This design comes from an exercise in tuning for small area on the open sky130 flow, not from production work.
Only simulation tests tie the RTL to the original design; equivalence was not proved.

trial 12:
==> flow/design.v (excerpt) <==
module dlf_core (
   input             clk,
   input             rstn,
   input             dlf_en,
   input  [4:0]      tdc_dout,
   input  [17:0]     dlf_a2,
   input  [17:0]     dlf_a3,
   input  [17:0]     dlf_b1,
   input  [17:0]     dlf_b2,
   input  [14:0]     dlf_sdm_nc_in,
   output [15:0]     dlf_out,
   output            dlf_valid
   );
export LEC_CHECK = 0
export ABC_AREA = 1
export CAP_MARGIN = 20
export CORE_MARGIN = 2
export CORE_UTILIZATION = 75
export SLEW_MARGIN = 20
create_clock -name core_clock -period 25.0 [get_ports {clk}]
standard.sh (not shown) runs the stock make flow with config.mk's settings and CLKGATE_MAP_FILE= SYNTH_SCRIPT=/design/flow/synth_recipe.tcl, a recipe that flattens the netlist after the stock synthesis.
==> flow/flow/run.sh <==
#!/bin/bash
# Own flow: the standard layout (standard.sh) with two changes:
#  - the buffers that the placement step puts on the input and output ports
#    are sky130_fd_sc_hd__buf_1 instead of the placer's default buffer cell;
#  - clock tree synthesis uses clkbuf_16 buffers in clusters of up to 30
#    sinks and inserts no dummy load cells.
set -euo pipefail
export BUFFER_PORTS_ARGS="-buffer_cell sky130_fd_sc_hd__buf_1"
export CTS_ARGS="-sink_clustering_enable -repair_clock_nets -dont_use_dummy_load -buf_list sky130_fd_sc_hd__clkbuf_16 -sink_clustering_size 30 -sink_clustering_max_diameter 100"
bash standard.sh > standard.log 2>&1
No stage failed in trial 12, and the final checks on the layout all came back clean.
### trial 12 -> build 37
-- flow/design.v --
<<< trial 12, line 4
   input             enable,
   input      [4:0]  tdc,         
   output reg        sflag,       
   output     [15:0] dec_hi       
   );
   reg [3:0]  cnt;
   reg [4:0]  in1, in2;
   reg [16:0] i1, i2, j3;
   reg [16:0] r1, r2, c1;
   reg [17:0] c2;
   reg [18:0] c3;
   wire [16:0] g1 = enable ? {{12{in2[4]}}, in2} : 17'd0;
   wire [16:0] g2 = enable ? i1 : 17'd0;
   wire [16:0] g3 = enable ? i2 : 17'd0;
   wire [16:0] j3f = sflag ? 17'd0 : j3;
   wire [16:0] n1, n2, n3;
   rca #(17) u_i1 (.a(i1), .b(g1), .ci(1'b0), .s(n1));
>>> build 37, line 4
   input             enable,
   input      [4:0]  tdc,         
   output            samp,        
   output reg        sflag,       
   output     [15:0] dec_hi       
   );
   reg [3:0]  cnt;
   reg [4:0]  in1;
   reg [16:0] i1, i2, j3;
   reg [16:0] r1, r2, c1;
   reg [17:0] c2;
   reg [18:0] c3;
   wire [16:0] g1 = enable ? {{12{in1[4]}}, in1} : 17'd0;
   wire [16:0] g2 = enable ? i1 : 17'd0;
   wire [16:0] g3 = enable ? i2 : 17'd0;
   assign samp = enable & (cnt == 4'd1);
   wire [16:0] j3f = samp ? 17'd0 : j3;
   wire [16:0] n1, n2, n3;
   rca #(17) u_i1 (.a(i1), .b(g1), .ci(1'b0), .s(n1));
<<< trial 12, line 35
         sflag <= 1'b0;
         in1 <= 5'd0;
         in2 <= 5'd0;
         i1 <= 17'd0;
         i2 <= 17'd0;
>>> build 37, line 37
         sflag <= 1'b0;
         in1 <= 5'd0;
         i1 <= 17'd0;
         i2 <= 17'd0;
<<< trial 12, line 46
      end
      else begin
         sflag <= enable & (cnt == 4'd1);
         if (enable) begin
            cnt <= cnt + 4'd1;
            in1 <= tdc ^ 5'h10;
            in2 <= in1;
         end
         i1 <= n1;
         i2 <= n2;
         j3 <= n3;
         if (sflag) begin
            r1 <= j3;
            r2 <= f1;
>>> build 37, line 47
      end
      else begin
         sflag <= samp;
         if (enable) begin
            cnt <= cnt + 4'd1;
            in1 <= tdc ^ 5'h10;
         end
         i1 <= n1;
         i2 <= n2;
         j3 <= n3;
         if (samp) begin
            r1 <= j3;
            r2 <= f1;
<<< trial 12, line 69
   input                    clk,
   input                    rstn,
   input                    start,
   input             [15:0] x_in,
   input  signed     [17:0] a2,
   input  signed     [17:0] a3,
>>> build 37, line 69
   input                    clk,
   input                    rstn,
   input                    samp,       
   input                    start,      
   input             [15:0] dec_in,     
   input             [14:0] nc,
   input  signed     [17:0] a2,
   input  signed     [17:0] a3,
<<< trial 12, line 132
   always @(posedge clk)
      acc <= p2 ? sum[21:2] : {sum[22], sum[22:4]};
   always @(posedge clk)
      x <= start ? x_in : p1 ? {x[3:0], x[15:4]} : {x[1:0], x[15:2]};
   always @(posedge clk)
      t <= start ? 4'd0 : t + 4'd1;
>>> build 37, line 134
   always @(posedge clk)
      acc <= p2 ? sum[21:2] : {sum[22], sum[22:4]};
   wire [15:0] xnc;
   rca #(16) u_x (.a(x), .b(~{1'b0, nc}), .ci(1'b1), .s(xnc));
   always @(posedge clk)
      x <= samp ? dec_in : start ? xnc : p1 ? {x[3:0], x[15:4]} : {x[1:0], x[15:2]};
   always @(posedge clk)
      t <= start ? 4'd0 : t + 4'd1;
<<< trial 12, line 171
   output            dlf_valid
   );
   wire        sflag;
   wire [15:0] dec_hi;
   wire [15:0] dlf_in;
   rca #(16) u_x (.a(dec_hi), .b(~{1'b0, dlf_sdm_nc_in}), .ci(1'b1), .s(dlf_in));
   decimator decimator_1 (
      .clk(clk),
>>> build 37, line 175
   output            dlf_valid
   );
   wire        samp;
   wire        sflag;
   wire [15:0] dec_hi;
   decimator decimator_1 (
      .clk(clk),
<<< trial 12, line 180
      .enable(dlf_en),
      .tdc(tdc_dout),
      .sflag(sflag),
      .dec_hi(dec_hi)
>>> build 37, line 183
      .enable(dlf_en),
      .tdc(tdc_dout),
      .samp(samp),
      .sflag(sflag),
      .dec_hi(dec_hi)
<<< trial 12, line 186
      .clk(clk),
      .rstn(rstn),
      .start(sflag),
      .x_in(dlf_in),
      .a2(dlf_a2),
      .a3(dlf_a3),
>>> build 37, line 190
      .clk(clk),
      .rstn(rstn),
      .samp(samp),
      .start(sflag),
      .dec_in(dec_hi),
      .nc(dlf_sdm_nc_in),
      .a2(dlf_a2),
      .a3(dlf_a3),
Findings:
In the tables for build 37 and trial 12, routed metal-1 wirelength reads lower with build 37.
Final design instance area without fill: trial 12 vs build 37 — no meaningful difference
| instance area at placement | build 37 vs trial 12 | ≈ equal |
[compare] base=trial 12 new=build 37: multi-input combinational cell count up 1.4%, sequential share of layout area down 0.69 points.

## what the ideal ports hide
No port has a modelled driver above. Below, the same layouts with a new extraction and two added sets of constraints.
Step 1: set_driving_cell puts a clkbuf_16 on clk and a buf_2 on each other input, an assumption about the parent block.
Step 2 adds t to the input delays and takes it off the output delays; t is the mean of the earliest and latest rising clock arrival at the registers after step 1. Input paths then give back, and output paths get back, about the clock's delay inside the block.
Three values: ideal, step 1, step 2; two values: the first two.
run	shift t [ns]	setup WS [ns]	hold slack, ns	worst setup path at the end
trial 12	0.518	11.218 / 11.242 / 10.725	0.470 / 0.470 / 0.470	input to register
build 37	0.510	10.885 / 10.909 / 10.398	0.479 / 0.479 / 0.479	input to register
After both steps every run listed still meets setup and hold. For trial 12, which loses most, drivers alone change the setup slack by +0.024 ns; drivers and shift together by -0.493 ns.
